From an optimization exercise on the open Yosys and OpenROAD flow, aimed at small area and a short achievable clock period; shortcuts taken in it are not production practice.
RTL that was checked went through simulation tests only; none was proved equivalent to the original.
Power is estimated from default activity; no workload was simulated.

==> flow/design.v <==
module max_c #(parameter W = 32) (
    input  [W-1:0] a,
    input  [W-1:0] b,
    output         gt);
    localparam L = $clog2(W);
    wire [2*W-2:0] g;
    wire [2*W-2:0] p;
    assign g[W-1:0] = a & ~b;
    assign p[W-1:0] = a | ~b;
    genvar l, i;
    generate
        for (l = 0; l < L; l = l + 1) begin : lvl
            localparam N   = W >> l;               
            localparam IN  = 2*W - 2*N;            
            localparam OUT = 2*W - N;              
            for (i = 0; i < N/2; i = i + 1) begin : node
                assign g[OUT+i] = g[IN+2*i+1] | (p[IN+2*i+1] & g[IN+2*i]);
                assign p[OUT+i] = p[IN+2*i+1] & p[IN+2*i];
            end
        end
    endgenerate
    assign gt = g[2*W-2];
endmodule
module max_relu (
    input  [31:0] a,
    input  [31:0] b,
    input  [31:0] c,
    output        sa,
    output        sb,
    output        sc);
    wire lab, lac, lbc;
    max_c #(32) cab ({1'b0, a[30:0]}, {1'b0, b[30:0]}, lab);
    max_c #(32) cac ({1'b0, a[30:0]}, {1'b0, c[30:0]}, lac);
    max_c #(32) cbc ({1'b0, b[30:0]}, {1'b0, c[30:0]}, lbc);
    wire ab = ~a[31] & (b[31] | lab);
    wire ac = ~a[31] & (c[31] | lac);
    wire bc = ~b[31] & (c[31] | lbc);
    assign sa = ab & ac;
    assign sb = ~ab & bc & ~b[31];
    assign sc = ~ac & ~bc & ~c[31];
endmodule
module max_pool_3x3 (
    input [31:0] v1,
    input [31:0] v2,
    input [31:0] v3,
    input [31:0] v4,
    input [31:0] v5,
    input [31:0] v6,
    input [31:0] v7,
    input [31:0] v8,
    input [31:0] v9,
    input en,
    input clk,
    output [31:0] selected);
    wire s1, s2, s3, s4, s5, s6, s7, s8, s9;
    max_relu g0 (v1, v2, v3, s1, s2, s3);
    max_relu g1 (v4, v5, v6, s4, s5, s6);
    max_relu g2 (v7, v8, v9, s7, s8, s9);
    wire [30:0] m0 = ({31{s1}} & v1[30:0]) | ({31{s2}} & v2[30:0]) | ({31{s3}} & v3[30:0]);
    wire [30:0] m1 = ({31{s4}} & v4[30:0]) | ({31{s5}} & v5[30:0]) | ({31{s6}} & v6[30:0]);
    wire [30:0] m2 = ({31{s7}} & v7[30:0]) | ({31{s8}} & v8[30:0]) | ({31{s9}} & v9[30:0]);
    wire t0, t1, t2;
    max_relu gf ({1'b0, m0}, {1'b0, m1}, {1'b0, m2}, t0, t1, t2);
    reg [30:0] q;
    wire [30:0] d = ({31{t0 & en}} & m0) | ({31{t1 & en}} & m1) | ({31{t2 & en}} & m2)
                  | ({31{~en}} & q);
    always @(posedge clk)
        q <= d;
    assign selected = {1'b0, q};
endmodule
clock: 12.0 ns
lec_check: 0
cap_margin: 20
core_margin: 2
core_utilization: 40
setup_slack_margin: 5
slew_margin: 20
standard.sh (not shown) runs the stock make flow with config.mk's settings and CLKGATE_MAP_FILE= SYNTH_SCRIPT=/design/flow/synth_recipe.tcl, a recipe that flattens the netlist after the stock synthesis.
==> flow/flow/run.sh <==
#!/bin/bash
# The standard layout, with two changes: ABC maps the logic with flow/map.abc
# (delay-targeted mapping) and every port gets the smallest buffer cell.
set -euo pipefail
here=$(pwd)
export BUFFER_PORTS_ARGS="-buffer_cell sky130_fd_sc_hd__buf_1"
export FLOW_ABC_SCRIPT=$here/flow/map.abc
sed "s|SYNTH_SCRIPT=[^ ]*|SYNTH_SCRIPT=$here/flow/synth.tcl|" standard.sh > flow_standard.sh
bash flow_standard.sh > standard_flow.log 2>&1
==> flow/flow/map.abc <==
strash
dch
map -D 2500
buffer
upsize -D 2500
dnsize -D 2500
==> flow/flow/synth.tcl <==
# The standard synthesis script, with ABC's mapping script replaced by flow/map.abc
proc synth {args} { yosys synth -nofsm -noshare {*}$args }
proc abc {args} {
  set i [lsearch -exact $args -script]
  if { $i >= 0 } { lset args [expr {$i + 1}] $::env(FLOW_ABC_SCRIPT) }
  yosys abc {*}$args
}
source $::env(SCRIPTS_DIR)/synth.tcl
# left out here: clear keep_hierarchy, flatten, clean up, hide names made inside functions, write 1_2_yosys.v
==> next run, changes <==
--- a/flow/design.v
+++ b/flow/design.v
@@ -1,8 +1,7 @@
-module max_c #(parameter W = 32) (
+module max_c #(parameter L = 5, parameter W = 1 << L) (
     input  [W-1:0] a,
     input  [W-1:0] b,
     output         gt);
-    localparam L = $clog2(W);
     wire [2*W-2:0] g;
     wire [2*W-2:0] p;
     assign g[W-1:0] = a & ~b;
@@ -29,9 +28,9 @@
     output        sb,
     output        sc);
     wire lab, lac, lbc;
-    max_c #(32) cab ({1'b0, a[30:0]}, {1'b0, b[30:0]}, lab);
-    max_c #(32) cac ({1'b0, a[30:0]}, {1'b0, c[30:0]}, lac);
-    max_c #(32) cbc ({1'b0, b[30:0]}, {1'b0, c[30:0]}, lbc);
+    max_c #(5) cab ({1'b0, a[30:0]}, {1'b0, b[30:0]}, lab);
+    max_c #(5) cac ({1'b0, a[30:0]}, {1'b0, c[30:0]}, lac);
+    max_c #(5) cbc ({1'b0, b[30:0]}, {1'b0, c[30:0]}, lbc);
     wire ab = ~a[31] & (b[31] | lab);
     wire ac = ~a[31] & (c[31] | lac);
     wire bc = ~b[31] & (c[31] | lbc);
Result: The new run went through all stages and came out clean. Cell count is unchanged. Non-clock buffer count does not change. Via count is unchanged. Clock power barely changes. Clock skew is unchanged. Utilization is unchanged. Register-to-register slack stays flat. Final area stays the same. Wire length is unchanged. Area after synthesis is unchanged. Global-route usage is unchanged. Maximum frequency is unchanged. Worst setup slack stays the same.
Function not checked in the first run of this note: the RTL went through the layout flow alone.

[separate check: timing with driven ports]
The results above use ideal ports. As a check the final layouts listed here were re-extracted and re-timed, cells and wires unchanged.
Step 1 (the two cells are an assumption about what drives the block):
set clk [get_ports {clk}]
set_driving_cell -lib_cell sky130_fd_sc_hd__clkbuf_16 $clk
set_driving_cell -lib_cell sky130_fd_sc_hd__buf_2 [delete_from_list [all_inputs] $clk]
Step 2 also shifts input and output timing later by t, the mid clock arrival at the registers, as if the neighbouring blocks saw the same clock.
Slacks: no drivers / after step 1 / after step 2; pairs: no drivers / after step 1.
run | t, ns | setup WS [ns] | worst hold slack (ns) | worst setup path after step 2 | worst slew at a driven data input, ns
the first run | 0.322 | 5.308 / 5.318 / 4.997 | 0.486 / 0.486 / 0.486 | input to register | 0.06
the second run | 0.322 | 5.308 / 5.318 / 4.997 | 0.486 / 0.486 / 0.486 | input to register | 0.06
After both steps every run listed still meets setup and hold.
